This is an optimization exercise on Yosys and OpenROAD, whose aim is small area, a short achievable clock period and few clock cycles per item, not a production implementation.
In this exercise RTL edits were held to simulation tests only and were not proved equivalent to the original.
No activity file was given, so power comes from the tool's default toggle rates.

===== flow/config.mk =====
export PLATFORM = sky130hd
export DESIGN_NAME = sampledec
export DESIGN_NICKNAME = sampledec
export VERILOG_FILES = /design/flow/design.v
export SDC_FILE = /design/flow/constraint.sdc
export NUM_CORES = 4
export LEC_CHECK = 0
export CAP_MARGIN = 20
export CORE_MARGIN = 2
export CORE_UTILIZATION = 40
export SLEW_MARGIN = 20
export SYNTH_HIERARCHICAL = 1

===== flow/design.v =====
module sampledec(received,clk,start,ctrl,corrected,decodedOp,nerr,done);
  input [14:0] received; input clk; input start; input ctrl;
  output [7:0] corrected; output [1:0] nerr; output [14:0] decodedOp; output done;
  reg done_q, ctrl_q;
  always @(posedge clk) begin ctrl_q <= ctrl; if (start) done_q <= 1'b1; end
  assign done = done_q;
  wire t_1; bx2 u_t_1(.a(received[3]),.b(received[10]),.y(t_1));
  wire t_2; bx2 u_t_2(.a(received[7]),.b(received[9]),.y(t_2));
  wire t_3; bx2 u_t_3(.a(t_1),.b(t_2),.y(t_3));
  wire t_4; bx2 u_t_4(.a(received[2]),.b(received[13]),.y(t_4));
  wire t_5; bx2 u_t_5(.a(received[4]),.b(received[5]),.y(t_5));
  wire t_6; bx2 u_t_6(.a(t_4),.b(t_5),.y(t_6));
  wire x1; bx2 u_x1(.a(t_3),.b(t_6),.y(x1));
  wire t_7; bx2 u_t_7(.a(received[2]),.b(received[14]),.y(t_7));
  wire t_8; bx2 u_t_8(.a(received[9]),.b(received[11]),.y(t_8));
  wire t_9; bx2 u_t_9(.a(t_7),.b(t_8),.y(t_9));
  wire t_10; bx2 u_t_10(.a(received[6]),.b(received[13]),.y(t_10));
  wire t_11; bx2 u_t_11(.a(received[7]),.b(received[8]),.y(t_11));
  wire t_12; bx2 u_t_12(.a(t_10),.b(t_11),.y(t_12));
  wire x5; bx2 u_x5(.a(t_9),.b(t_12),.y(x5));
  wire t_13; bx2 u_t_13(.a(received[0]),.b(received[13]),.y(t_13));
  wire t_14; bx2 u_t_14(.a(received[1]),.b(received[9]),.y(t_14));
  wire t_15; bx2 u_t_15(.a(t_13),.b(t_14),.y(t_15));
  wire t_16; bx2 u_t_16(.a(received[4]),.b(received[8]),.y(t_16));
  wire t_17; bx2 u_t_17(.a(received[10]),.b(received[11]),.y(t_17));
  wire t_18; bx2 u_t_18(.a(t_16),.b(t_17),.y(t_18));
  wire x7; bx2 u_x7(.a(t_15),.b(t_18),.y(x7));
  wire t_19; bx2 u_t_19(.a(received[1]),.b(received[5]),.y(t_19));
  wire t_20; bx2 u_t_20(.a(received[10]),.b(received[12]),.y(t_20));
  wire t_21; bx2 u_t_21(.a(t_19),.b(t_20),.y(t_21));
  wire x8; bx2 u_x8(.a(t_21),.b(t_9),.y(x8));
  wire t_22; bx2 u_t_22(.a(t_1),.b(t_5),.y(t_22));
  wire lm6; bx2 u_lm6(.a(t_12),.b(t_22),.y(lm6));
  wire lm7 = t_6;
  wire lm8 = t_18;
  wire t_23; bx2 u_t_23(.a(t_13),.b(t_16),.y(t_23));
  wire lm9; bx2 u_lm9(.a(t_21),.b(t_23),.y(lm9));
  wire t_24; bx2 u_t_24(.a(t_19),.b(t_11),.y(t_24));
  wire lm10 = t_24;
  wire x2; bx2 u_x2(.a(x1),.b(x5),.y(x2));
  wire x14; bx2 u_x14(.a(x1),.b(x7),.y(x14));
  wire x10; bx2 u_x10(.a(x1),.b(x8),.y(x10));
  wire x13; bx2 u_x13(.a(x5),.b(x7),.y(x13));
  wire x4; bx2 u_x4(.a(x5),.b(x8),.y(x4));
  wire x11; bx2 u_x11(.a(x7),.b(x8),.y(x11));
  wire s1z = ~(x1 | x5 | x7 | x8);
  wire s3z = ~(lm6 | lm7 | lm8 | lm9);
  wire zz = s1z & s3z;
  wire cn0 = ~(x5 | x10);
  wire cn1 = ~(x1 | x11);
  wire cn2 = ~(x2 | x7);
  wire cn3 = ~(x8 | x13);
  wire cn4 = ~(x4 | x14);
  wire sz0 = (x1 | zz);
  wire sz1 = (x4 | zz);
  wire sz2 = (x2 | zz);
  wire t_25; bxn2 u_t_25(.a(lm6),.b(cn0),.y(t_25));
  wire t_26; bx2 u_t_26(.a(lm7),.b(cn1),.y(t_26));
  wire t_27; bx2 u_t_27(.a(lm8),.b(cn2),.y(t_27));
  wire t_28; bxn2 u_t_28(.a(lm9),.b(cn3),.y(t_28));
  wire t_29; bx2 u_t_29(.a(lm10),.b(cn4),.y(t_29));
  reg [14:0] r; reg [10:0] sq;
  always @(posedge clk) if (start) begin r <= received; sq <= {t_29, t_28, t_27, t_26, t_25, x11, x7, x14, sz2, sz1, sz0}; end
  wire fn0; bxn2 u_fn0(.a(sq[2]),.b(sq[6]),.y(fn0));
  wire fn1; bx2 u_fn1(.a(sq[5]),.b(sq[7]),.y(fn1));
  wire fn2; bx2 u_fn2(.a(sq[4]),.b(sq[8]),.y(fn2));
  wire fn3; bxn2 u_fn3(.a(sq[5]),.b(sq[9]),.y(fn3));
  wire fn4; bx2 u_fn4(.a(sq[3]),.b(sq[10]),.y(fn4));
  wire fn5; bxn2 u_fn5(.a(sq[1]),.b(sq[6]),.y(fn5));
  wire fn7; bx2 u_fn7(.a(sq[2]),.b(sq[8]),.y(fn7));
  wire fn8; bxn2 u_fn8(.a(sq[1]),.b(sq[9]),.y(fn8));
  wire fn10; bxn2 u_fn10(.a(sq[0]),.b(sq[6]),.y(fn10));
  wire fn11; bx2 u_fn11(.a(sq[0]),.b(sq[7]),.y(fn11));
  wire fn13; bxn2 u_fn13(.a(sq[4]),.b(sq[9]),.y(fn13));
  wire fn14; bx2 u_fn14(.a(sq[1]),.b(sq[10]),.y(fn14));
  wire nfl0; bnand4 u_nfl0(.a(fn8),.b(fn4),.c(fn2),.d(fn1),.y(nfl0));
  wire nfl1; bnand4 u_nfl1(.a(sq[10]),.b(fn5),.c(fn3),.d(fn2),.y(nfl1));
  wire nfl2; bnand4 u_nfl2(.a(fn10),.b(sq[7]),.c(fn4),.d(fn3),.y(nfl2));
  wire nfl3; bnand4 u_nfl3(.a(fn11),.b(fn7),.c(fn5),.d(fn4),.y(nfl3));
  wire nfl4; bnand4 u_nfl4(.a(sq[8]),.b(fn8),.c(sq[7]),.d(fn5),.y(nfl4));
  wire nfl5; bnand4 u_nfl5(.a(fn13),.b(sq[10]),.c(fn7),.d(sq[7]),.y(nfl5));
  wire nfl6; bnand4 u_nfl6(.a(fn14),.b(fn10),.c(fn8),.d(fn7),.y(nfl6));
  wire nfl7; bnand4 u_nfl7(.a(fn0),.b(fn11),.c(sq[10]),.d(fn8),.y(nfl7));
  wire nfl8; bnand4 u_nfl8(.a(fn1),.b(sq[8]),.c(fn10),.d(sq[10]),.y(nfl8));
  wire nfl9; bnand4 u_nfl9(.a(fn2),.b(fn13),.c(fn11),.d(fn10),.y(nfl9));
  wire nfl10; bnand4 u_nfl10(.a(fn3),.b(fn14),.c(sq[8]),.d(fn11),.y(nfl10));
  wire nfl11; bnand4 u_nfl11(.a(fn4),.b(fn0),.c(fn13),.d(sq[8]),.y(nfl11));
  wire nfl12; bnand4 u_nfl12(.a(fn5),.b(fn1),.c(fn14),.d(fn13),.y(nfl12));
  wire nfl13; bnand4 u_nfl13(.a(sq[7]),.b(fn2),.c(fn0),.d(fn14),.y(nfl13));
  wire nfl14; bnand4 u_nfl14(.a(fn7),.b(fn3),.c(fn1),.d(fn0),.y(nfl14));
  wire d0; bxn2 u_d0(.a(r[0]),.b(nfl0),.y(d0));
  wire d1; bxn2 u_d1(.a(r[1]),.b(nfl1),.y(d1));
  wire d2; bxn2 u_d2(.a(r[2]),.b(nfl2),.y(d2));
  wire d3; bxn2 u_d3(.a(r[3]),.b(nfl3),.y(d3));
  wire d4; bxn2 u_d4(.a(r[4]),.b(nfl4),.y(d4));
  wire d5; bxn2 u_d5(.a(r[5]),.b(nfl5),.y(d5));
  wire d6; bxn2 u_d6(.a(r[6]),.b(nfl6),.y(d6));
  wire d7; bxn2 u_d7(.a(r[7]),.b(nfl7),.y(d7));
  wire d8; bxn2 u_d8(.a(r[8]),.b(nfl8),.y(d8));
  wire d9; bxn2 u_d9(.a(r[9]),.b(nfl9),.y(d9));
  wire d10; bxn2 u_d10(.a(r[10]),.b(nfl10),.y(d10));
  wire d11; bxn2 u_d11(.a(r[11]),.b(nfl11),.y(d11));
  wire d12; bxn2 u_d12(.a(r[12]),.b(nfl12),.y(d12));
  wire d13; bxn2 u_d13(.a(r[13]),.b(nfl13),.y(d13));
  wire d14; bxn2 u_d14(.a(r[14]),.b(nfl14),.y(d14));
  assign decodedOp = {d14, d13, d12, d11, d10, d9, d8, d7, d6, d5, d4, d3, d2, d1, d0};
  wire t_30; bx2 u_t_30(.a(sq[4]),.b(sq[5]),.y(t_30));
  wire ty0; bx2 u_ty0(.a(t_30),.b(sq[6]),.y(ty0));
  wire t_31; bx2 u_t_31(.a(sq[0]),.b(sq[5]),.y(t_31));
  wire ty1; bxn2 u_ty1(.a(t_31),.b(sq[7]),.y(ty1));
  wire t_32; bx2 u_t_32(.a(sq[2]),.b(sq[4]),.y(t_32));
  wire ty2; bxn2 u_ty2(.a(t_32),.b(sq[8]),.y(ty2));
  wire t_33; bx2 u_t_33(.a(sq[0]),.b(sq[2]),.y(t_33));
  wire ty3; bx2 u_ty3(.a(t_33),.b(sq[9]),.y(ty3));
  wire n0; bnor4 u_n0(.a(ty0),.b(ty1),.c(ty2),.d(ty3),.y(n0));
  wire n1; bn1 u_n1(.nf({nfl14, nfl13, nfl12, nfl11, nfl10, nfl9, nfl8, nfl7, nfl6, nfl5, nfl4, nfl3, nfl2, nfl1, nfl0}),.n0(n0),.y(n1));
  assign nerr = {n1, n0};
  wire co0; bmux u_co0(.s(ctrl_q),.a(d0),.b(d7),.y(co0));
  wire co1; bmux u_co1(.s(ctrl_q),.a(d1),.b(d8),.y(co1));
  wire co2; bmux u_co2(.s(ctrl_q),.a(d2),.b(d9),.y(co2));
  wire co3; bmux u_co3(.s(ctrl_q),.a(d3),.b(d10),.y(co3));
  wire co4; bmux u_co4(.s(ctrl_q),.a(d4),.b(d11),.y(co4));
  wire co5; bmux u_co5(.s(ctrl_q),.a(d5),.b(d12),.y(co5));
  wire co6; bmux u_co6(.s(ctrl_q),.a(d6),.b(d13),.y(co6));
  assign corrected = {decodedOp[14] & ctrl_q, co6, co5, co4, co3, co2, co1, co0};
endmodule
module bx2(input a, input b, output y); assign y = a ^ b; endmodule
module bnor4(input a, input b, input c, input d, output y); assign y = ~(a|b|c|d); endmodule
module bmux(input s, input a, input b, output y); assign y = s ? b : a; endmodule
module bn1(input [14:0] nf, input n0, output y); assign y = ~(&nf) & ~n0; endmodule
module bxn2(input a, input b, output y); assign y = ~(a ^ b); endmodule
module bnand4(input a, input b, input c, input d, output y); assign y = ~(a&b&c&d); endmodule

===== flow/standard.sh =====
#!/bin/bash
# synth_recipe.tcl (not shown) runs the flow's synth.tcl, then flattens the netlist and writes it again
# the make line also repeats each setting of config.mk as NAME=value (left out here)
make -C /OpenROAD-flow-scripts/flow DESIGN_CONFIG=/design/flow/config.mk WORK_HOME=/design/flow/orfs CLKGATE_MAP_FILE= SYNTH_SCRIPT=/design/flow/synth_recipe.tcl "${@:-finish}"

===== flow/constraint.sdc =====
create_clock -name core_clock -period 7.0 [get_ports {clk}]
set_input_delay 1.4000 -clock core_clock [delete_from_list [all_inputs] [get_ports {clk}]]
set_output_delay 1.4000 -clock core_clock [all_outputs]
set_load 0.01 [all_outputs]

===== flow/flow/run.sh =====
#!/bin/bash
# The standard layout (standard.sh) with: every port buffered by one fixed cell type,
# power recovery (downsizing of non-critical cells) after global routing, and optional
# extra ORFS settings. The flow's full output goes to standard.log in this folder.
export BUFFER_PORTS_ARGS="-buffer_cell sky130_fd_sc_hd__buf_1"
export RECOVER_POWER=100
export SETUP_SLACK_MARGIN=3.65
bash standard.sh > standard.log 2>&1

==> flow_summary.ini, run 1 <==
[placement]
place_hpwl_um = 3049
place.port_buffers = 42
place_ws_ns = 3.529
gp_congestion = 0.8350

[drt]
first_iter_violations = 82
drtPass1Iterations = 4
wire_per_inst_um = 14.91
viasPerCell = 4.831
vias = 1290
drc = 0
ant_nets = 0
wirelength_um = 3981

[clock_network]
htreeDepth = 1
cts_sinks = 27
path_clk_slew_ns = 0.09
clockRootBuffer = clkbuf_8
cts_tree = built
cts_made_buffers = 3
clk_path_buf_depth = 2

[yosys]
synth_compound_area_share_pct = 1.708
synth.largest_area_cell = edfxtp_1
ys_warn_count = 7
synth_top_family_by_area = XOR/XNOR gates
netlist_instances = 169
yosysUniqueCellTypes = 16
syn_area_per_cell_um2 = 11.71
ys_top_cells_by_area = edfxtp_1 (39%), xor2_1 (23%), xnor2_1 (11%)
synth_area_um2 = 1978
synth_mux_area_share_pct = 5.313
yosysTopAreaCellShare_pct = 39.47
synth_fa_ha_area_share_pct = 0
synth-simple-area-share_pct = 8.982
ys_seq_elements = 27
ys_seq_area_share_pct = 40.48
synth_xor_area_share_pct = 33.65
syn_nets = 187

[run]
maxCapViolCount = 0

[sta]
fin_ws_ns = 3.551
fmax_ghz = 0.2900
period_share_pct = 49.27
hold_viol_final = 0
setup_viol = 0
slew_violations = 0
relSlewSlack_pct = 9.140
rsz0062_at_grt = yes
fin_crit_ns = 3.449
worst_pin_slew_ns = 1.363
setup-tns-final_ns = 0

[status]
outcome = complete, no violations

[global_route]
grt_pass1_wl_um = 5685
grt_max_degree = 27
overflow = 0
track_usage_pct = 13.62
antenna_found_initial = 0
first_global_vias = 1144

[critical_path]
start_kind = flop
required_ns = 5.60
cp.arrival_ns = 2.05
cp-end-kind = output pin
cp_max_fo = 4
criticalPathCategory = flop to output pin

[floorplan]
dieHeight_um = 74.33
initial_core_util_pct = 41.61
io_pins = 44
design.core.area_um2 = 4755
dieArea_um2 = 5524
rows = 25
die_w_um = 74.33

[pwr]
swShare_pct = 44.72
p_leak_nw = 0.7906
power_frac_clock_pct = 8.6
ir_worst_vdd_mv = 0.1531
power_frac_seq_pct = 30.5
power_frac_comb_pct = 60.9
powerDensity_nw_per_um2 = 443.4
p_int_uw = 537.3
p_sw_uw = 434.6

[final_layout]
diodes = 0
final_layout_size_suffix_gt1_share_pct = 12.50
area_growth_pct = 10.82
nets = 219

[hold_path]
whs_path_depth = 1
hold_path_class = input pin to flop
-- Yosys cell counts, drive strengths merged --
library cell and instances:
edfxtp 26, o41a 1, buf 25, inv 1, mux2 7, xnor2 25, nor4 1, xor2 51
and2 1, nor2 5, dfxtp 1, or4 2, o21bai 3, nand4 18, nand3 1, conb 1
-- layout make-up --
type | count | area (um^2)
Timing Repair Buffer | 52 | 252.7
Multi-Input combinational cell | 116 | 1006
Sequential cell | 27 | 800.8
Inverter | 1 | 3.754
Clock buffer | 4 | 45.04
Fill cell | 476 | 2562
Tap cell | 67 | 83.83
-- what timing repair did --
item | in CTS | in global routing
hold buffers | 0 | 0
gates resized for setup | 4 | 24
endpoints found under the setup margin | 2 | 15
buffers inserted | 0 | 9
pin swaps | 0 | 17
-- power groups by stage --
stage          combinational [mW]  clock [mW]  sequential, mW
5_1_grt                     0.654      0.0930           0.302
2_1_floorplan               0.515           0           0.279
3_5_place_dp                0.536           0           0.293
3_3_place_gp                0.537           0           0.293
4_1_cts                     0.550      0.0864           0.296
6_report                    0.592      0.0835           0.297
-- metrics by stage --
stage / power [mW] / instances / utilization (%) / area (um^2) / hold WS (ns)
2_1_floorplan: 0.7933 / 169 / - / 1978 / 1.428
3_3_place_gp: 0.8306 / 254 / 42.89 / 2039 / 1.492
3_5_place_dp: 0.8295 / 254 / 42.89 / 2039 / 1.496
4_1_cts: 0.9323 / 258 / 44.47 / 2115 / 1.219
5_1_grt: 1.049 / 267 / 46.11 / 2192 / 1.218
6_report: 0.9719 / 267 / 46.11 / 2192 / 1.223
-- critical path, cell delays in order (launching register included) --
cell and delay, ns:
edfxtp_1 0.51, xnor2_1 0.40, nand4_1 0.25, xnor2_2 0.19, mux2_1 0.31, buf_6 0.13
-- Yosys stat by module, one instance, submodules excluded --
| module | cells | times used | area (um^2) |
|---|---|---|---|
| bnand4 | 1 | 15 | 6.256 |
| bn1 | 6 | 1 | 38.79 |
| bx2 | 1 | 51 | 8.758 |
| sampledec | 64 | 1 | 1062 |
| bnor4 | 1 | 1 | 12.51 |
| bxn2 | 1 | 25 | 8.758 |
| bmux | 1 | 7 | 15.01 |
-- cell usage in the layout, fill, tap and decap left out, drive strengths merged --
cell    netlist  final
inv           1      1
nor4          1      1
xor2         51     51
nand3         1      1
edfxtp       26     26
o41a          1      1
and2          1      1
clkbuf        0      8
or4           2      2
conb          1      1
nor2          5      5
dfxtp         1      1
nand4        18     18
o21bai        3      3
xnor2        25     25
mux2          7      7
buf          25     48
-- worst paths after layout --
kind,from,to,slack (ns)
hold / removal,ctrl,ctrl_q,1.22
setup / recovery,sq[5],corrected[3],3.55
-- sequential cells by signal (all words and copies together) (netlist names) --
register and cells:
sq 11, ctrl_q 1, r 15
-- logic make-up after synthesis --
logic type,after synthesis
simple gates,28
other cells,1
buf+inv,26
xor+xnor,76
flops,27
mux,7
compound gates,4
-- metal layers --
metal	GRT usage, %	vias to the layer above	share of wire [%]
met5	0	-	0
met4	3.770	0	1.7
li1	-	624	-
met2	21.63	54	48
met1	19.30	602	45
met3	2.439	10	5.3
Testbench counts, summed over its fixed seeds: cycles 4,000, items 4,000.
==> run 2, diff against run 1 <==
--- a/flow/flow/run.sh
+++ b/flow/flow/run.sh
@@ -4,5 +4,5 @@
 # extra ORFS settings. The flow's full output goes to standard.log in this folder.
 export BUFFER_PORTS_ARGS="-buffer_cell sky130_fd_sc_hd__buf_1"
-export RECOVER_POWER=100
+export RECOVER_POWER=0
 export SETUP_SLACK_MARGIN=3.65
 bash standard.sh > standard.log 2>&1
==> flow_summary.ini, run 2 <==
[drt]
drtPass1Iterations = 4
wirelength_um = 3980
viasPerCell = 4.794
drc = 0
wire_per_inst_um = 14.91
ant_nets = 0
first_iter_violations = 59
vias = 1280

[final_layout]
final_cell_mix = xor2_1 (45), buf_1 (37), edfxtp_1 (26)
multi_input_area_um2 = 1099
top_register = r
regArea_um2 = 800.8
nets = 219
largestRegisters = r (15), sq (11), ctrl_q (1)
area_growth_pct = 15.75
fillers = 447
diodes = 0
final_layout_size_suffix_gt1_share_pct = 21.50
final_common_cell = xor2_1
largest_reg_flops = 15
finalNonFillerCells = 267

[sta]
fmax_ghz = 0.2964
slew_violations = 0
relSlewSlack_pct = 61.25
hold_viol_final = 0
worst_pin_slew_ns = 0.5793
setup_viol = 0
setup-tns-final_ns = 0
rsz0062_at_grt = yes
period_share_pct = 48.19
fin_crit_ns = 3.374

[yosys]
yosysUniqueCellTypes = 16
yosysTopAreaCellShare_pct = 39.47
syn_area_per_cell_um2 = 11.71
synth_top_cells_by_count = xor2_1 (51), edfxtp_1 (26), buf_4 (25), xnor2_1 (25), nand4_1 (18)
ys_warn_count = 7
synth_area_um2 = 1978
netlist_instances = 169
ys_seq_area_share_pct = 40.48
ys.flop_type = edfxtp_1
synth_edf_count = 26
yosysMostFrequentCell = xor2_1
synth.largest_area_cell = edfxtp_1
ys_seq_elements = 27
synthArstFlopShare_pct = 0
ys_top_cells_by_area = edfxtp_1 (39%), xor2_1 (23%), xnor2_1 (11%)
syn_nets = 187

[floorplan]
dieHeight_um = 74.33
die_w_um = 74.33
design.core.area_um2 = 4755
dieArea_um2 = 5524
io_pins = 44
initial_core_util_pct = 41.61
rows = 25

[global_route]
overflow = 0
track_usage_pct = 13.62
first_global_vias = 1144
grt_max_degree = 27
antenna_found_initial = 0
grt_pass1_wl_um = 5685

[critical_path]
cp-end-kind = output pin
start_kind = flop
criticalPathCategory = flop to output pin
cp.arrival_ns = 1.97
cp_max_fo = 6
required_ns = 5.60

[pwr]
p_int_uw = 577.5
p_leak_nw = 0.8625
p_sw_uw = 455.0
powerDensity_nw_per_um2 = 450.9
ir_worst_vdd_mv = 0.1576
power_frac_comb_pct = 62.1
power_frac_seq_pct = 29.8
power_frac_clock_pct = 8.1
swShare_pct = 44.06

[status]
outcome = complete, no violations

[clock_network]
ctsHoldBuffers = 0
clockRootBuffer = clkbuf_8
path_clk_slew_ns = 0.09
cts_sinks = 27
cts_tree = built
cts_made_buffers = 3
clk_path_buf_depth = 2
htreeDepth = 1

[run]
maxCapViolCount = 0

[placement]
place_hpwl_um = 3049
place_inst = 254
gp_congestion = 0.8350
place.port_buffers = 42

[hold_path]
whs_path_depth = 1
whs_endpoint = ctrl_q
hold_path_class = input pin to flop
hold_start = ctrl
==> run 2: changes by cell type in the layout (fill, tap and decap cells not counted), sizes merged <==
cell | previous run | this run
buf | 48 | 50
clkbuf | 8 | 6
==> run 2: worst max path at each step <==
stage | startpoint | endpoint | slack [ns] | cells past startpoint
finish | sq[10] | nerr[1] | 3.63 | 5
global route | sq[10] | nerr[1] | 3.57 | 5
CTS | sq[9] | corrected[5] | 3.65 | 5
detailed placement | received[8] | sq[7] | 3.53 | 7
global placement | received[8] | sq[7] | 3.57 | 7
floorplan | received[8] | sq[7] | 3.98 | 6
==> run 2: per-layer routing <==
| metal | track usage [%] | up-vias | share of wire [%] | routed length [um] |
|---|---|---|---|---|
| li1 | - | 620 | - | - |
| met2 | 21.63 | 45 | 49 | 1944 |
| met5 | 0 | - | 0 | 0 |
| met4 | 3.770 | 0 | 1.3 | 51 |
| met1 | 19.30 | 609 | 45 | 1772 |
| met3 | 2.439 | 6 | 5.3 | 212 |
==> run 2: Yosys stat by module, one instance, submodules excluded <==
module	cells	flip-flops and latches	copies in the design
bnor4	1	0	1
bxn2	1	0	25
bx2	1	0	51
bn1	6	0	1
bnand4	1	0	15
bmux	1	0	7
sampledec	64	27	1
==> run 2: critical path, stage by stage, from the launching register on <==
cell      delay, ns
edfxtp_1       0.55
xor2_2         0.25
nand4_1        0.18
nand4_1        0.13
o41a_1         0.45
clkbuf_2       0.14
==> run 2: cell type report <==
cell class	instances	area share [%]
multi-input cells	116	47.98
flip-flops and latches	27	34.97
repair buffers	52	11.26
well taps	67	3.661
clock buffers	4	1.967
inverters	1	0.1639
==> run 2: power by group through the flow <==
stage | Combinational, mW | Clock, mW | Sequential (mW)
after floorplan | 0.515 | 0 | 0.279
after global placement | 0.537 | 0 | 0.293
after detailed placement | 0.536 | 0 | 0.293
after CTS | 0.550 | 0.0864 | 0.296
after global routing | 0.700 | 0.0930 | 0.314
final | 0.641 | 0.0839 | 0.308
==> run 2: kinds of logic (layout without fill, tap and decap cells) <==
| kind of cell | after synthesis | after routing | share of synthesized area (%) |
|---|---|---|---|
| DFF | 27 | 27 | 40.48 |
| buffers and inverters | 26 | 57 | 9.677 |
| other | 1 | 1 | 0.1896 |
| and+or+nand+nor | 28 | 28 | 8.982 |
| xor gates and xnor gates | 76 | 76 | 33.65 |
| muxes | 7 | 7 | 5.313 |
| AOI/OAI and AO/OA | 4 | 4 | 1.708 |
==> run 2: repair_timing <==
action / in CTS / in global routing
setup buffers: 0 / 9
setup endpoints to repair: 2 / 15
gates resized for setup: 4 / 24
pin swaps: 0 / 17
==> run 2: through the flow <==
step | instance area [um^2] | setup WS, ns | power [mW] | util, % | hold slack (ns)
3_5_place_dp | 2039 | 3.529 | 0.8295 | 42.89 | 1.496
4_1_cts | 2115 | 3.648 | 0.9323 | 44.47 | 1.219
6_report | 2290 | 3.626 | 1.032 | 48.16 | 1.222
3_3_place_gp | 2039 | 3.568 | 0.8306 | 42.89 | 1.492
5_1_grt | 2290 | 3.570 | 1.106 | 48.16 | 1.218
2_1_floorplan | 1978 | 3.984 | 0.7933 | - | 1.428
==> run 3, diff against run 2 <==
--- a/flow/flow/run.sh
+++ b/flow/flow/run.sh
@@ -4,5 +4,5 @@
 # extra ORFS settings. The flow's full output goes to standard.log in this folder.
 export BUFFER_PORTS_ARGS="-buffer_cell sky130_fd_sc_hd__buf_1"
-export RECOVER_POWER=0
-export SETUP_SLACK_MARGIN=3.65
+export RECOVER_POWER=100
+
 bash standard.sh > standard.log 2>&1
--- a/flow/config.mk
+++ b/flow/config.mk
@@ -9,4 +9,6 @@
 export CORE_MARGIN = 2
 export CORE_UTILIZATION = 40
+export CTS_CLUSTER_DIAMETER = 200
+export CTS_CLUSTER_SIZE = 30
 export SLEW_MARGIN = 20
 export SYNTH_HIERARCHICAL = 1
==> flow_summary.ini, run 3 <==
[global_route]
antenna_found_initial = 0
track_usage_pct = 13.44
first_global_vias = 1130
grt_pass1_wl_um = 5623
grt_max_degree = 27
overflow = 0

[run]
maxCapViolCount = 0

[hold_path]
whs_path_depth = 1
hold_path_class = input pin to flop

[critical_path]
start_kind = flop
cp_slowest_cell = edfxtp_1
worstPathCellList = xnor2_1 -> nand4_1 -> xnor2_1 -> mux2_1 -> buf_1
cp_common_cell = xnor2_1
slowest_delay_ns = 0.50
cp.arrival_ns = 2.02
required_ns = 5.60
worst-path-stages = 5
cp_max_fo = 4
path_delay_family = XOR/XNOR gates
path_buf_inv = 1
cp-end-kind = output pin
criticalPathCategory = flop to output pin

[final_layout]
final_area_um2 = 2044
final_layout_size_suffix_gt1_share_pct = 2.094
nets = 210
largestRegisters = r (15), sq (11), ctrl_q (1)
fillers = 483
area_growth_pct = 3.352
final_cell_mix = xor2_1 (51), buf_1 (41), edfxtp_1 (26)
final_common_cell = xor2_1
top_register = r
diodes = 0
largest_reg_flops = 15

[pwr]
power_frac_seq_pct = 32.6
p_total_uw = 887.8
ir_worst_vdd_mv = 0.1514
power_frac_clock_pct = 9.4
swShare_pct = 45.74
p_leak_nw = 0.7002
p_sw_uw = 406.1
power_frac_comb_pct = 58.0
powerDensity_nw_per_um2 = 434.2
p_int_uw = 481.7

[yosys]
netlist_instances = 169
ys_top_cells_by_area = edfxtp_1 (39%), xor2_1 (23%), xnor2_1 (11%)
synth_top_family_by_area = XOR/XNOR gates
synth_fa_ha_area_share_pct = 0
ys_seq_elements = 27
synth_xor_area_share_pct = 33.65
synth.largest_area_cell = edfxtp_1
yosysUniqueCellTypes = 16
yosysMostFrequentCell = xor2_1
synth_top_cells_by_count = xor2_1 (51), edfxtp_1 (26), buf_4 (25), xnor2_1 (25), nand4_1 (18)
ys_seq_area_share_pct = 40.48
synth_mux_area_share_pct = 5.313
syn_area_per_cell_um2 = 11.71
ys_warn_count = 7
yosysTopAreaCellShare_pct = 39.47
synthArstFlopShare_pct = 0
synth_area_um2 = 1978
ys.flop_type = edfxtp_1
synth-simple-area-share_pct = 8.982
syn_nets = 187
synth_compound_area_share_pct = 1.708
synth_edf_count = 26

[sta]
setup-tns-final_ns = 0
period_share_pct = 48.89
hold_viol_final = 0
slew_violations = 0
relSlewSlack_pct = 8.855
setup_viol = 0
fmax_ghz = 0.2922
worst_pin_slew_ns = 1.367
rsz0062_at_grt = no
fin_crit_ns = 3.422
holdWs_ns = 1.223

[drt]
drc = 0
viasPerCell = 4.771
ant_nets = 0
first_iter_violations = 55
wire_per_inst_um = 14.47
vias = 1231
drtPass1Iterations = 4
wirelength_um = 3733

[clock_network]
clockRootBuffer = clkbuf_8
ctsHoldBuffers = 0
path_clk_slew_ns = 0.09
post_cts_resized = 0
htreeDepth = 1
cts_made_buffers = 3
clk_path_buf_depth = 2
cts_setup_buffers = 0
cts_tree = built
cts_sinks = 27

[floorplan]
initial_core_util_pct = 41.61
design.core.area_um2 = 4755
die_w_um = 74.33
rows = 25
dieArea_um2 = 5524
dieHeight_um = 74.33
io_pins = 44

[placement]
gp_congestion = 0.8350
placed_cell_area_um2 = 2039
place_hpwl_um = 3049
place.port_buffers = 42

[status]
outcome = complete, no violations
==> run 3: cell count changes in the layout (fill, tap and decap cells not counted), moves of 2 or more <==
cell / change
xor2_2: -6
clkbuf_2: -2
clkbuf_1: +2
xnor2_1: +9
buf_1: +4
xor2_1: +6
buf_4: -10
xnor2_2: -9
mux2_1: +7
buf_6: -3
mux2_4: -7
==> run 3: layer usage <==
layer  vias up  wire length, um  track usage (%)
met5         -                0                0
met4         0               21            2.976
met3         2              210            2.304
met2        53             1760            21.53
met1       567             1741            19.26
li1        609                -                -
==> run 3: layout make-up <==
class | instances | area, um^2 | share of cell area, %
Clock buffer | 4 | 45.04 | 2.203
Tap cell | 67 | 83.83 | 4.100
Timing Repair Buffer | 43 | 161.4 | 7.895
Sequential cell | 27 | 800.8 | 39.17
Multi-Input combinational cell | 116 | 949.7 | 46.45
Inverter | 1 | 3.754 | 0.1836
==> run 3: logic make-up after synthesis <==
logic type	after synthesis
xor gates and xnor gates	76
AOI/OAI and AO/OA	4
buffers and inverters	26
other	1
DFF	27
muxes	7
and+or+nand+nor	28
==> run 3: modules after synthesis, one instance, submodules excluded <==
module / times used / cells
bn1: 1 / 6
sampledec: 1 / 64
bx2: 51 / 1
bnor4: 1 / 1
bxn2: 25 / 1
bnand4: 15 / 1
bmux: 7 / 1
==> run 3: path summary, 6_finish.rpt <==
path  start  slack [ns]      endpoint
max   sq[9]        3.58  corrected[3]
min    ctrl        1.22        ctrl_q
==> run 3: power by group through the flow <==
stage          logic, mW  clock network, mW  registers [mW]
6_report           0.515             0.0835           0.290
5_1_grt            0.575             0.0930           0.296
4_1_cts            0.537             0.0864           0.289
3_5_place_dp       0.536                  0           0.293
3_3_place_gp       0.537                  0           0.293
2_1_floorplan      0.515                  0           0.279
==> run 3: stage by stage <==
stage / setup WS [ns] / cells / utilization (%)
2_1_floorplan: 3.984 / 169 / -
3_3_place_gp: 3.568 / 254 / 42.89
3_5_place_dp: 3.529 / 254 / 42.89
4_1_cts: 3.624 / 258 / 43.84
5_1_grt: 3.444 / 258 / 43.00
6_report: 3.578 / 258 / 43.00
==> run 4, diff against run 3 <==
--- a/flow/config.mk
+++ b/flow/config.mk
@@ -9,4 +9,5 @@
 export CORE_MARGIN = 2
 export CORE_UTILIZATION = 40
+export CTS_BUF_LIST = sky130_fd_sc_hd__clkbuf_16
 export CTS_CLUSTER_DIAMETER = 200
 export CTS_CLUSTER_SIZE = 30
==> flow_summary.ini, run 4 <==
[drt]
ant_nets = 0
viasPerCell = 4.717
drtPass1Iterations = 4
wirelength_um = 3727
vias = 1217
first_iter_violations = 56
wire_per_inst_um = 14.45
drc = 0

[pwr]
ir_worst_vdd_mv = 0.1228
p_leak_nw = 0.7198
powerDensity_nw_per_um2 = 446.4

[clock_network]
cts_tree = built
cts_sinks = 27
htreeDepth = 1
clk_path_buf_depth = 2
cts_made_buffers = 3
path_clk_slew_ns = 0.06
ctsHoldBuffers = 0
post_cts_resized = 0
cts_setup_buffers = 0
clockRootBuffer = clkbuf_16

[floorplan]
dieHeight_um = 74.33
io_pins = 44
die_w_um = 74.33
design.core.area_um2 = 4755
dieArea_um2 = 5524
rows = 25
initial_core_util_pct = 41.61

[sta]
fin_ws_ns = 3.612
fin_crit_ns = 3.388
slew_violations = 0
setup-tns-final_ns = 0
rsz0062_at_grt = no
worst_pin_slew_ns = 1.346
setup_viol = 0
relSlewSlack_pct = 10.24
period_share_pct = 48.40
fmax_ghz = 0.2952
hold_viol_final = 0

[critical_path]
slowest_delay_ns = 0.49
required_ns = 5.60
start_kind = flop
cp-end-kind = output pin
cp.arrival_ns = 1.99
worstPathCellList = xnor2_1 -> nand4_1 -> xnor2_1 -> mux2_1 -> buf_1
cp_max_fo = 4
criticalPathCategory = flop to output pin
cp_common_cell = xnor2_1
cp_slowest_cell = edfxtp_1

[global_route]
overflow = 0
track_usage_pct = 13.56
grt_max_degree = 27
grt_pass1_wl_um = 5699
first_global_vias = 1125
antenna_found_initial = 0

[final_layout]
final_cell_mix = xor2_1 (51), buf_1 (40), edfxtp_1 (26)
top_register = r
final_area_um2 = 2078
area_growth_pct = 5.060
final_common_cell = xor2_1
largest_reg_flops = 15
nets = 210
final_layout_size_suffix_gt1_share_pct = 2.094
largestRegisters = r (15), sq (11), ctrl_q (1)
diodes = 0

[yosys]
synth_edf_count = 26
yosysMostFrequentCell = xor2_1
ys_warn_count = 7
synthArstFlopShare_pct = 0
syn_nets = 187
ys_top_cells_by_area = edfxtp_1 (39%), xor2_1 (23%), xnor2_1 (11%)
ys_seq_elements = 27
ys_seq_area_share_pct = 40.48
syn_area_per_cell_um2 = 11.71
netlist_instances = 169
synth_top_cells_by_count = xor2_1 (51), edfxtp_1 (26), buf_4 (25), xnor2_1 (25), nand4_1 (18)
ys.flop_type = edfxtp_1
synth_area_um2 = 1978
synth.largest_area_cell = edfxtp_1
yosysUniqueCellTypes = 16
yosysTopAreaCellShare_pct = 39.47

[placement]
place.port_buffers = 42
placed_cell_area_um2 = 2039
place_ws_ns = 3.529
gp_congestion = 0.8350
place_hpwl_um = 3049

[run]
maxCapViolCount = 0

[status]
outcome = complete, no violations

[hold_path]
hold_path_class = input pin to flop
run 4: cell counts after synthesis:
Identical to the previous run, type by type.
run 4: power breakdown:
group	internal, mW	switching [mW]
registers	0.234	0.0558
logic	0.207	0.308
clock network	0.0762	0.0462
run 4: cell type report:
type                       count  area (um^2)
inverter                       1        3.754
fill                         476         2676
multi-input combinational    116        949.7
tap                           67        83.83
sequential                    27        800.8
clock inverter                 1        3.754
clock buffer                   3        75.07
timing repair buffer          43        161.4
run 4: per-module statistics from Yosys, one instance, submodules excluded:
module,cells inside,copies in the design
sampledec,64,1
bx2,1,51
bmux,1,7
bnor4,1,1
bxn2,1,25
bn1,6,1
bnand4,1,15
run 4: final timing paths:
check  startpoint      endpoint  cells after the start
max         sq[9]  corrected[3]                      5
min          ctrl        ctrl_q                      1
run 4: cell families (layout without fill, tap and decap cells):
group | after synthesis | after routing | synth area share (%)
AOI/OAI and AO/OA | 4 | 4 | 1.708
xor gates and xnor gates | 76 | 76 | 33.65
buffers and inverters | 26 | 48 | 9.677
DFF | 27 | 27 | 40.48
muxes | 7 | 7 | 5.313
other | 1 | 1 | 0.1896
and+or+nand+nor | 28 | 28 | 8.982
run 4: worst max-delay path: cells and delay by family, from the launching register on:
kind          cells  cell delay (ns)
buf+inv           1             0.13
mux               1             0.30
xor+xnor          2             0.59
simple gates      1             0.23
flops             1             0.49
run 4: through the flow:
step           utilization, %  std cells  hold WS (ns)  power (mW)
2_1_floorplan               -        169         1.428      0.7933
3_3_place_gp            42.89        254         1.492      0.8306
3_5_place_dp            42.89        254         1.496      0.8295
4_1_cts                 44.55        258         1.236      0.9532
5_1_grt                 43.71        258         1.234       1.006
6_report                43.71        258         1.236      0.9278
run 4: routing by layer:
layer	part of all wire (%)	wire length [um]	track usage [%]	up-vias
met5	0	0	0	-
met2	47	1754	21.73	42
met1	47	1756	19.69	563
met4	0.70	26	2.976	0
met3	5.1	189	1.897	2
li1	-	-	-	610
==> run 5, diff against run 4 <==
--- a/flow/flow/run.sh
+++ b/flow/flow/run.sh
@@ -5,4 +5,4 @@
 export BUFFER_PORTS_ARGS="-buffer_cell sky130_fd_sc_hd__buf_1"
 export RECOVER_POWER=100
-
+export CTS_ARGS="-sink_clustering_enable -repair_clock_nets -sink_buffer_max_cap_derate 1.0 -dont_use_dummy_load -buf_list sky130_fd_sc_hd__clkbuf_8 -root_buf sky130_fd_sc_hd__clkbuf_8"
 bash standard.sh > standard.log 2>&1
--- a/flow/config.mk
+++ b/flow/config.mk
@@ -9,7 +9,4 @@
 export CORE_MARGIN = 2
 export CORE_UTILIZATION = 40
-export CTS_BUF_LIST = sky130_fd_sc_hd__clkbuf_16
-export CTS_CLUSTER_DIAMETER = 200
-export CTS_CLUSTER_SIZE = 30
 export SLEW_MARGIN = 20
 export SYNTH_HIERARCHICAL = 1
==> flow_summary.ini, run 5 <==
[status]
outcome = complete, no violations

[yosys]
syn_nets = 187
ys_top_cells_by_area = edfxtp_1 (39%), xor2_1 (23%), xnor2_1 (11%)
netlist_instances = 169
ys.flop_type = edfxtp_1
ys_warn_count = 7
syn_area_per_cell_um2 = 11.71
synth.largest_area_cell = edfxtp_1
synth_edf_count = 26
synth_area_um2 = 1978
yosysMostFrequentCell = xor2_1
synth_top_cells_by_count = xor2_1 (51), edfxtp_1 (26), buf_4 (25), xnor2_1 (25), nand4_1 (18)
synthArstFlopShare_pct = 0
yosysTopAreaCellShare_pct = 39.47
ys_seq_elements = 27
yosysUniqueCellTypes = 16
ys_seq_area_share_pct = 40.48

[final_layout]
area_growth_pct = 3.163
top_register = r
diodes = 0
final_layout_size_suffix_gt1_share_pct = 2.105
nets = 210
largestRegisters = r (15), sq (11), ctrl_q (1)
largest_reg_flops = 15
fin_util_pct = 42.92
final_area_um2 = 2041
final_common_cell = xor2_1
final_cell_mix = xor2_1 (51), buf_1 (41), edfxtp_1 (26)

[critical_path]
required_ns = 5.60
cp_max_fo = 4
criticalPathCategory = flop to output pin
slowest_delay_ns = 0.50
path_buf_inv = 1
worstPathCellList = xnor2_1 -> nand4_1 -> xnor2_1 -> mux2_1 -> buf_1
cp_slowest_cell = edfxtp_1
cp-end-kind = output pin
cp.arrival_ns = 2.02
path_delay_family = XOR/XNOR gates
start_kind = flop
cp_common_cell = xnor2_1

[clock_network]
cts_tree = built
post_cts_resized = 0
clockRootBuffer = clkbuf_8
htreeDepth = 1
cts_made_buffers = 3
path_clk_slew_ns = 0.09
ctsHoldBuffers = 0
cts_setup_buffers = 0
cts_sinks = 27
clk_path_buf_depth = 2

[pwr]
power_frac_seq_pct = 32.8
power_frac_comb_pct = 58.0
powerDensity_nw_per_um2 = 433.5
p_int_uw = 479.5
p_sw_uw = 405.1
power_frac_clock_pct = 9.2
p_leak_nw = 0.6991
swShare_pct = 45.79
ir_worst_vdd_mv = 0.1472

[sta]
setup_viol = 0
fin_ws_ns = 3.583
worst_pin_slew_ns = 1.372
hold_viol_final = 0
holdWs_ns = 1.222
setup-tns-final_ns = 0
slew_violations = 0
period_share_pct = 48.81
fin_crit_ns = 3.417
rsz0062_at_grt = no
fmax_ghz = 0.2927
relSlewSlack_pct = 8.511

[drt]
viasPerCell = 4.739
wire_per_inst_um = 14.53
vias = 1218
wirelength_um = 3734
ant_nets = 0
drtPass1Iterations = 4
drc = 0
first_iter_violations = 68

[floorplan]
dieArea_um2 = 5524
initial_core_util_pct = 41.61
rows = 25
design.core.area_um2 = 4755
die_w_um = 74.33
dieHeight_um = 74.33
io_pins = 44

[placement]
gp_congestion = 0.8350
placed_cell_area_um2 = 2039
place.port_buffers = 42
place_hpwl_um = 3049
place_ws_ns = 3.529

[global_route]
overflow = 0
first_global_vias = 1126
track_usage_pct = 13.47
antenna_found_initial = 0
grt_pass1_wl_um = 5616
grt_max_degree = 27

[run]
maxCapViolCount = 0

[hold_path]
hold_path_class = input pin to flop
-- run 5: cell counts after synthesis --
No cell type changed its count.
-- run 5: power groups by stage --
stage          Combinational [mW]  Sequential [mW]  Clock (mW)
6_report                    0.513            0.290      0.0812
5_1_grt                     0.575            0.296      0.0902
4_1_cts                     0.537            0.289      0.0832
3_5_place_dp                0.536            0.293           0
3_3_place_gp                0.537            0.293           0
2_1_floorplan               0.515            0.279           0
-- run 5: modules after synthesis (local to each module, per instance) --
module     flip-flops and latches  times used  cells inside
bmux                            0           7             1
bn1                             0           1             6
bnand4                          0          15             1
bnor4                           0           1             1
bx2                             0          51             1
bxn2                            0          25             1
sampledec                      27           1            64
-- run 5: cell type report --
type / instances / area, um^2
fill: 484 / 2714
multi-input combinational: 116 / 949.7
sequential: 27 / 800.8
timing repair buffer: 43 / 161.4
tap: 67 / 83.83
clock buffer: 3 / 41.29
inverter: 1 / 3.754
-- run 5: through the flow --
step	power (mW)	cells
after floorplan	0.7933	169
after global placement	0.8306	254
after detailed placement	0.8295	254
after CTS	0.9099	257
after global routing	0.9609	257
final	0.8846	257
-- run 5: final timing paths --
check / endpoint / depth (start not counted) / slack (ns) / start
worst max-delay path: corrected[3] / 5 / 3.58 / sq[9]
worst min-delay path: ctrl_q / 1 / 1.22 / ctrl
-- run 5: layer usage --
metal	track usage (%)	wire length (um)	share of wire, %
met1	19.43	1760	47
met2	21.43	1756	47
met3	2.304	195	5.2
met4	2.976	21	0.56
met5	0	0	0
-- run 5: cell families (layout without fill, tap and decap cells) --
group	count (synthesis)	count (layout)	share of synthesized area (%)
muxes	7	7	5.313
DFF	27	27	40.48
xor gates and xnor gates	76	76	33.65
buffers and inverters	26	47	9.677
other	1	1	0.1896
AOI/OAI and AO/OA	4	4	1.708
and+or+nand+nor	28	28	8.982
==> run 6, diff against run 5 <==
--- a/flow/flow/run.sh
+++ b/flow/flow/run.sh
@@ -5,4 +5,4 @@
 export BUFFER_PORTS_ARGS="-buffer_cell sky130_fd_sc_hd__buf_1"
 export RECOVER_POWER=100
-export CTS_ARGS="-sink_clustering_enable -repair_clock_nets -sink_buffer_max_cap_derate 1.0 -dont_use_dummy_load -buf_list sky130_fd_sc_hd__clkbuf_8 -root_buf sky130_fd_sc_hd__clkbuf_8"
+export CTS_ARGS="-repair_clock_nets -dont_use_dummy_load -buf_list sky130_fd_sc_hd__clkbuf_16 -root_buf sky130_fd_sc_hd__clkbuf_16"
 bash standard.sh > standard.log 2>&1
==> flow_summary.ini, run 6 <==
[pwr]
p_total_uw = 928.1
ir_worst_vdd_mv = 0.1627
powerDensity_nw_per_um2 = 447.4
p_leak_nw = 0.7145

[clock_network]
post_cts_resized = 0
clockRootBuffer = clkbuf_16
ctsHoldBuffers = 0
cts_tree = built
clk_path_buf_depth = 2
htreeDepth = 1
path_clk_slew_ns = 0.06
cts_sinks = 27
cts_made_buffers = 3
cts_setup_buffers = 0

[floorplan]
rows = 25
initial_core_util_pct = 41.61
io_pins = 44
die_w_um = 74.33
dieHeight_um = 74.33
design.core.area_um2 = 4755
dieArea_um2 = 5524

[placement]
place.port_buffers = 42
placed_cell_area_um2 = 2039
place_inst = 254
place_ws_ns = 3.529
gp_congestion = 0.8350
place_hpwl_um = 3049

[global_route]
antenna_found_initial = 0
track_usage_pct = 13.58
grt_pass1_wl_um = 5664
overflow = 0
grt_max_degree = 27
first_global_vias = 1129

[drt]
wirelength_um = 3763
wire_per_inst_um = 14.64
vias = 1228
ant_nets = 0
viasPerCell = 4.778
drtPass1Iterations = 4
first_iter_violations = 67
drc = 0

[sta]
fin_crit_ns = 3.400
hold_viol_final = 0
setup-tns-final_ns = 0
worst_pin_slew_ns = 1.349
rsz0062_at_grt = no
fmax_ghz = 0.2941
fin_ws_ns = 3.600
relSlewSlack_pct = 10.06
slew_violations = 0
setup_viol = 0
period_share_pct = 48.58
holdWs_ns = 1.235

[yosys]
synth.largest_area_cell = edfxtp_1
synth_mux_area_share_pct = 5.313
ys_seq_area_share_pct = 40.48
yosysMostFrequentCell = xor2_1
syn_area_per_cell_um2 = 11.71
ys_warn_count = 7
synth_compound_area_share_pct = 1.708
synth_area_um2 = 1978
ys.flop_type = edfxtp_1
ys_top_cells_by_area = edfxtp_1 (39%), xor2_1 (23%), xnor2_1 (11%)
synth_fa_ha_area_share_pct = 0
syn_nets = 187
ys_seq_elements = 27
netlist_instances = 169
synth_top_cells_by_count = xor2_1 (51), edfxtp_1 (26), buf_4 (25), xnor2_1 (25), nand4_1 (18)
synth-simple-area-share_pct = 8.982
yosysUniqueCellTypes = 16
synth_edf_count = 26
yosysTopAreaCellShare_pct = 39.47
synth_top_family_by_area = XOR/XNOR gates
synthArstFlopShare_pct = 0
synth_xor_area_share_pct = 33.65

[critical_path]
criticalPathCategory = flop to output pin
cp_max_fo = 4
worstPathCellList = xnor2_1 -> nand4_1 -> xnor2_1 -> mux2_1 -> buf_1
cp-end-kind = output pin
required_ns = 5.60
cp.arrival_ns = 2.00
slowest_delay_ns = 0.50
start_kind = flop
cp_slowest_cell = edfxtp_1
cp_common_cell = xnor2_1

[final_layout]
nets = 210
final_cell_mix = xor2_1 (51), buf_1 (41), edfxtp_1 (26)
finalNonFillerCells = 257
top_register = r
final_common_cell = xor2_1
diodes = 0
largestRegisters = r (15), sq (11), ctrl_q (1)
fin_util_pct = 43.63
area_growth_pct = 4.870
largest_reg_flops = 15
final_area_um2 = 2074
final_layout_size_suffix_gt1_share_pct = 2.105

[hold_path]
hold_start = ctrl
whs_endpoint = ctrl_q
whs_path_depth = 1
hold_path_class = input pin to flop

[status]
outcome = complete, no violations

[run]
maxCapViolCount = 0
[run 6: cell types whose count changed in the layout (fill, tap and decap cells not counted)]
cell / previous run / this run
clkbuf_16: 0 / 3
clkbuf_8: 3 / 0
[run 6: final cells by class]
type,count,area (um^2)
fillers,474,2680
well taps,67,83.83
multi-input cells,116,949.7
clock buffers,3,75.07
flip-flops and latches,27,800.8
inverters,1,3.754
repair buffers,43,161.4
[run 6: logic make-up (layout without fill, tap and decap cells)]
group                     Yosys count  after routing
other                               1              1
and+or+nand+nor                    28             28
DFF                                27             27
AOI/OAI and AO/OA                   4              4
buffers and inverters              26             47
muxes                               7              7
xor gates and xnor gates           76             76
[run 6: power by group]
part	internal (mW)	switching (mW)	total [mW]	leakage (nW)
Clock	0.0755	0.0460	0.121	0.0370
Sequential	0.234	0.0561	0.290	0.263
Combinational	0.207	0.309	0.517	0.415
[run 6: per-layer routing]
layer	track usage (%)	part of all wire (%)
met5	0	0
met2	21.53	47
met1	19.69	48
met3	1.897	5.2
met4	3.571	0.69
[run 6: how the worst max path moves through the flow]
| stage | startpoint | end | slack, ns | depth (start not counted) |
|---|---|---|---|---|
| after global routing | sq[8] | corrected[6] | 3.47 | 5 |
| after CTS | sq[6] | corrected[1] | 3.64 | 5 |
| after floorplan | received[8] | sq[7] | 3.98 | 6 |
| after global placement | received[8] | sq[7] | 3.57 | 7 |
| after detailed placement | received[8] | sq[7] | 3.53 | 7 |
| final | sq[9] | corrected[3] | 3.60 | 5 |
[run 6: modules after synthesis, one instance, submodules excluded]
| module | cells inside | flops+latches |
|---|---|---|
| bx2 | 1 | 0 |
| bmux | 1 | 0 |
| bnand4 | 1 | 0 |
| sampledec | 64 | 27 |
| bnor4 | 1 | 0 |
| bn1 | 6 | 0 |
| bxn2 | 1 | 0 |
[run 6: worst max-delay path, delay by kind of cell (launching register included)]
kind          cells  cell delay (ns)
simple gates      1             0.23
mux               1             0.30
xor+xnor          2             0.60
flops             1             0.50
buf+inv           1             0.13
==> run 7, diff against run 6 <==
--- a/flow/flow/run.sh
+++ b/flow/flow/run.sh
@@ -5,4 +5,4 @@
 export BUFFER_PORTS_ARGS="-buffer_cell sky130_fd_sc_hd__buf_1"
 export RECOVER_POWER=100
-export CTS_ARGS="-repair_clock_nets -dont_use_dummy_load -buf_list sky130_fd_sc_hd__clkbuf_16 -root_buf sky130_fd_sc_hd__clkbuf_16"
+export CTS_ARGS="-sink_clustering_enable -sink_clustering_size 30 -sink_clustering_max_diameter 500 -sink_clustering_levels 1 -repair_clock_nets -dont_use_dummy_load -buf_list sky130_fd_sc_hd__clkbuf_16 -root_buf sky130_fd_sc_hd__clkbuf_8"
 bash standard.sh > standard.log 2>&1
==> flow_summary.ini, run 7 <==
[yosys]
synth.largest_area_cell = edfxtp_1
synthArstFlopShare_pct = 0
netlist_instances = 169
synth_area_um2 = 1978
yosysTopAreaCellShare_pct = 39.47
ys.flop_type = edfxtp_1
yosysMostFrequentCell = xor2_1
syn_area_per_cell_um2 = 11.71
ys_warn_count = 7
syn_nets = 187
ys_top_cells_by_area = edfxtp_1 (39%), xor2_1 (23%), xnor2_1 (11%)
ys_seq_area_share_pct = 40.48
yosysUniqueCellTypes = 16
ys_seq_elements = 27
synth_top_cells_by_count = xor2_1 (51), edfxtp_1 (26), buf_4 (25), xnor2_1 (25), nand4_1 (18)
synth_edf_count = 26

[hold_path]
hold_path_class = input pin to flop
whs_path_depth = 1
hold_start = ctrl
whs_endpoint = ctrl_q

[critical_path]
slowest_delay_ns = 0.50
required_ns = 5.60
worst-path-stages = 5
start_kind = flop
cp-end-kind = output pin
criticalPathCategory = flop to output pin
cp_slowest_cell = edfxtp_1
cp_max_fo = 4
cp_common_cell = xnor2_1
cp.arrival_ns = 2.02
path_buf_inv = 1
path_delay_family = XOR/XNOR gates
worstPathCellList = xnor2_1 -> nand4_1 -> xnor2_1 -> mux2_1 -> buf_1

[sta]
slew_violations = 0
setup_viol = 0
rsz0062_at_grt = no
fmax_ghz = 0.2927
fin_crit_ns = 3.417
hold_viol_final = 0
setup-tns-final_ns = 0
period_share_pct = 48.81
worst_pin_slew_ns = 1.372
relSlewSlack_pct = 8.511

[floorplan]
design.core.area_um2 = 4755
io_pins = 44
dieArea_um2 = 5524
dieHeight_um = 74.33
die_w_um = 74.33
initial_core_util_pct = 41.61
rows = 25

[drt]
first_iter_violations = 68
viasPerCell = 4.739
drc = 0
wirelength_um = 3734
wire_per_inst_um = 14.53
vias = 1218
ant_nets = 0
drtPass1Iterations = 4

[clock_network]
clockRootBuffer = clkbuf_8
htreeDepth = 1
cts_tree = built
cts_made_buffers = 3
cts_sinks = 27
clk_path_buf_depth = 2
ctsHoldBuffers = 0
post_cts_resized = 0
cts_setup_buffers = 0
path_clk_slew_ns = 0.09

[global_route]
first_global_vias = 1126
overflow = 0
antenna_found_initial = 0
grt_max_degree = 27
track_usage_pct = 13.47
grt_pass1_wl_um = 5616

[final_layout]
largest_reg_flops = 15
nets = 210
area_growth_pct = 3.163
multi_input_area_um2 = 949.7
final_area_um2 = 2041
final_common_cell = xor2_1
final_cell_mix = xor2_1 (51), buf_1 (41), edfxtp_1 (26)
regArea_um2 = 800.8
fillers = 484
top_register = r
final_layout_size_suffix_gt1_share_pct = 2.105
largestRegisters = r (15), sq (11), ctrl_q (1)
diodes = 0

[run]
maxCapViolCount = 0

[status]
outcome = complete, no violations

[placement]
placed_cell_area_um2 = 2039
place.port_buffers = 42
place_hpwl_um = 3049
gp_congestion = 0.8350

[pwr]
powerDensity_nw_per_um2 = 433.5
ir_worst_vdd_mv = 0.1472
p_leak_nw = 0.6991
==> run 7: cell counts after synthesis <==
Identical to the previous run, type by type.
==> run 7: per-stage QoR <==
step	worst slack (ns)	hold WS, ns	util [%]	std cells	power, mW
global route	3.447	1.218	42.92	257	0.9609
global placement	3.568	1.492	42.89	254	0.8306
floorplan	3.984	1.428	-	169	0.7933
detailed placement	3.529	1.496	42.89	254	0.8295
CTS	3.628	1.219	43.76	257	0.9099
finish	3.583	1.222	42.92	257	0.8846
==> run 7: layer usage <==
metal  up-vias  global-route usage (%)  wire length [um]
li1        606                       -                 -
met1       562                   19.43              1760
met2        48                   21.43              1756
met3         2                   2.304               195
met4         0                   2.976                21
met5         -                       0                 0
==> run 7: kinds of logic (layout without fill, tap and decap cells) <==
logic type / after synthesis / in the layout / share of synthesized area [%]
other: 1 / 1 / 0.1896
and+or+nand+nor: 28 / 28 / 8.982
DFF: 27 / 27 / 40.48
AOI/OAI and AO/OA: 4 / 4 / 1.708
xor gates and xnor gates: 76 / 76 / 33.65
muxes: 7 / 7 / 5.313
buffers and inverters: 26 / 47 / 9.677
==> run 7: power breakdown <==
group / internal [mW] / switching (mW) / leakage, nW / total, mW
registers: 0.234 / 0.0563 / 0.263 / 0.290
logic: 0.207 / 0.306 / 0.415 / 0.513
clock network: 0.0384 / 0.0428 / 0.0216 / 0.0812
total: 0.480 / 0.405 / 0.699 / 0.885
==> run 7: worst max-delay path by stage <==
stage                               to         from  slack, ns
final                     corrected[3]        sq[9]       3.58
after global routing      corrected[6]        sq[8]       3.45
after global placement           sq[7]  received[8]       3.57
after detailed placement         sq[7]  received[8]       3.53
after floorplan                  sq[7]  received[8]       3.98
after CTS                 corrected[1]        sq[6]       3.63
==> run 7: layout make-up <==
| class | count | share of cell area, % |
|---|---|---|
| Multi-Input combinational cell | 116 | 46.54 |
| Tap cell | 67 | 4.108 |
| Inverter | 1 | 0.1839 |
| Sequential cell | 27 | 39.24 |
| Clock buffer | 3 | 2.023 |
| Timing Repair Buffer | 43 | 7.909 |
==> run 7: Yosys stat by module (local to each module, per instance) <==
module,cells,flops+latches,cell area (um^2)
bnand4,1,0,6.256
sampledec,64,27,1062
bn1,6,0,38.79
bx2,1,0,8.758
bnor4,1,0,12.51
bxn2,1,0,8.758
bmux,1,0,15.01
==> run 8, diff against run 7 <==
==> flow/flow/run.sh (replaced) <==
#!/bin/bash
# The standard layout (standard.sh) with: every port buffered by one fixed cell type,
# power recovery (downsizing of non-critical cells) after global routing, and optional
# extra ORFS settings. The flow's full output goes to standard.log in this folder.
export BUFFER_PORTS_ARGS="-buffer_cell sky130_fd_sc_hd__buf_1"
export RECOVER_POWER=100

bash standard.sh > standard.log 2>&1
==> flow_summary.ini, run 8 <==
[status]
outcome = complete, no violations

[floorplan]
design.core.area_um2 = 4755
dieArea_um2 = 5524
die_w_um = 74.33
io_pins = 44
dieHeight_um = 74.33
initial_core_util_pct = 41.61
rows = 25

[clock_network]
htreeDepth = 1
path_clk_slew_ns = 0.09
post_cts_resized = 0
cts_made_buffers = 3
cts_sinks = 27
cts_setup_buffers = 0
clk_path_buf_depth = 2
cts_tree = built
clockRootBuffer = clkbuf_8
ctsHoldBuffers = 0

[global_route]
overflow = 0
grt.busiest_layer = met2
grt_pass1_wl_um = 5623
grtUsageMet3_pct = 2.304
grt_max_degree = 27
track_usage_pct = 13.44
first_global_vias = 1130
antenna_found_initial = 0
met1_usage_pct = 19.26
grtUsageMet2_pct = 21.53

[drt]
drc = 0
wirelength_um = 3733
ant_nets = 0
vias = 1231
wire_per_inst_um = 14.47
first_iter_violations = 55
drtPass1Iterations = 4
viasPerCell = 4.771

[final_layout]
final_layout_size_suffix_gt1_share_pct = 2.094
largest_reg_flops = 15
top_register = r
diodes = 0
nets = 210
final_common_cell = xor2_1
fin_util_pct = 43.00
final_cell_mix = xor2_1 (51), buf_1 (41), edfxtp_1 (26)
finalNonFillerCells = 258
fillers = 483
area_growth_pct = 3.352
largestRegisters = r (15), sq (11), ctrl_q (1)

[yosys]
yosysTopAreaCellShare_pct = 39.47
synth_xor_area_share_pct = 33.65
synth-simple-area-share_pct = 8.982
ys_seq_elements = 27
netlist_instances = 169
ys.flop_type = edfxtp_1
ys_seq_area_share_pct = 40.48
yosysUniqueCellTypes = 16
synth_edf_count = 26
synth_mux_area_share_pct = 5.313
synth_top_cells_by_count = xor2_1 (51), edfxtp_1 (26), buf_4 (25), xnor2_1 (25), nand4_1 (18)
yosysMostFrequentCell = xor2_1
synth_fa_ha_area_share_pct = 0
syn_nets = 187
ys_top_cells_by_area = edfxtp_1 (39%), xor2_1 (23%), xnor2_1 (11%)
ys_warn_count = 7
synth.largest_area_cell = edfxtp_1
synth_area_um2 = 1978
syn_area_per_cell_um2 = 11.71
synth_compound_area_share_pct = 1.708
synthArstFlopShare_pct = 0
synth_top_family_by_area = XOR/XNOR gates

[sta]
fin_ws_ns = 3.578
setup_viol = 0
fin_crit_ns = 3.422
period_share_pct = 48.89
relSlewSlack_pct = 8.855
fmax_ghz = 0.2922
rsz0062_at_grt = no
hold_viol_final = 0
worst_pin_slew_ns = 1.367
setup-tns-final_ns = 0
slew_violations = 0

[run]
maxCapViolCount = 0

[critical_path]
cp_max_fo = 4
criticalPathCategory = flop to output pin
cp.arrival_ns = 2.02
cp-end-kind = output pin
required_ns = 5.60
crit_start = sq[9]
start_kind = flop

[pwr]
p_sw_uw = 406.1
ir_worst_vdd_mv = 0.1514
swShare_pct = 45.74
p_total_uw = 887.8
power_frac_clock_pct = 9.4
powerDensity_nw_per_um2 = 434.2
power_frac_seq_pct = 32.6
power_frac_comb_pct = 58.0
p_int_uw = 481.7
p_leak_nw = 0.7002

[hold_path]
hold_start = ctrl
hold_path_class = input pin to flop

[placement]
gp_congestion = 0.8350
place_inst = 254
place_hpwl_um = 3049
place_ws_ns = 3.529
place.port_buffers = 42
## run 8: worst paths after layout
| kind | to | slack, ns | cells after the start |
|---|---|---|---|
| max | corrected[3] | 3.58 | 5 |
| min | ctrl_q | 1.22 | 1 |
## run 8: layout make-up
class / instances / area (um^2) / area share [%]
timing repair buffer: 43 / 161.4 / 7.895
inverter: 1 / 3.754 / 0.1836
clock buffer: 4 / 45.04 / 2.203
tap: 67 / 83.83 / 4.100
multi-input combinational: 116 / 949.7 / 46.45
sequential: 27 / 800.8 / 39.17
## run 8: power by group through the flow
| stage | sequential [mW] | clock (mW) | combinational (mW) |
|---|---|---|---|
| 4_1_cts | 0.289 | 0.0864 | 0.537 |
| 5_1_grt | 0.296 | 0.0930 | 0.575 |
| 3_3_place_gp | 0.293 | 0 | 0.537 |
| 6_report | 0.290 | 0.0835 | 0.515 |
| 3_5_place_dp | 0.293 | 0 | 0.536 |
| 2_1_floorplan | 0.279 | 0 | 0.515 |
## run 8: cell families after synthesis
logic type             Yosys count
buffers and inverters           26
AO/OA/AOI/OAI                    4
multiplexers                     7
XOR/XNOR                        76
flip-flops                      27
AND/OR/NAND/NOR                 28
other                            1
## run 8: per-stage QoR
step                      hold slack, ns  cell area [um^2]
after floorplan                    1.428              1978
after global placement             1.492              2039
after detailed placement           1.496              2039
after CTS                          1.219              2085
after global routing               1.218              2044
final                              1.223              2044
## run 8: modules after synthesis, one instance, submodules excluded
| module | cells inside | times used |
|---|---|---|
| sampledec | 64 | 1 |
| bn1 | 6 | 1 |
| bmux | 1 | 7 |
| bnor4 | 1 | 1 |
| bx2 | 1 | 51 |
| bxn2 | 1 | 25 |
| bnand4 | 1 | 15 |
## run 8: critical path, cell delays in order (launching register included)
cell      delay (ns)
edfxtp_1        0.50
xnor2_1         0.40
nand4_1         0.24
xnor2_1         0.20
mux2_1          0.30
buf_1           0.13
## run 8: layer usage
metal  vias to the layer above  routed length, um
met1                       567               1741
met4                         0                 21
li1                        609                  -
met2                        53               1760
met5                         -                  0
met3                         2                210

## separate check: timing with driven ports
No port has a modelled driver above. Below, the same layouts with a new extraction and two added sets of constraints.
Step 1 assumes that a clkbuf_16 drives the clock port and a buf_2 every other input.
Step 2, shift: input delay + t, output delay - t, t = (earliest + latest rising clock arrival at the registers) / 2. This alone moves slack from input paths to output paths.
a / b / c = ideal ports / drivers / drivers and shift; a / b = the first two.
run | t, ns | setup slack, ns | worst register clock-pin slew, ns
run 1 | 0.282 | 3.551 / 3.528 / 3.556 | 0.09 / 0.09
run 2 | 0.282 | 3.626 / 3.603 / 3.538 | 0.09 / 0.09
run 3 | 0.282 | 3.578 / 3.554 / 3.555 | 0.09 / 0.09
run 4 | 0.279 | 3.612 / 3.584 / 3.540 | 0.06 / 0.06
run 5 | 0.282 | 3.583 / 3.560 / 3.554 | 0.09 / 0.09
run 6 | 0.280 | 3.600 / 3.571 / 3.526 | 0.06 / 0.06
run 7 | 0.282 | 3.583 / 3.560 / 3.554 | 0.09 / 0.09
run 8 | 0.282 | 3.578 / 3.554 / 3.555 | 0.09 / 0.09
After both steps setup and hold are still met in every run listed. The setup slack of run 2, which loses most, moves by -0.023 ns with the drivers and by -0.088 ns with both steps.
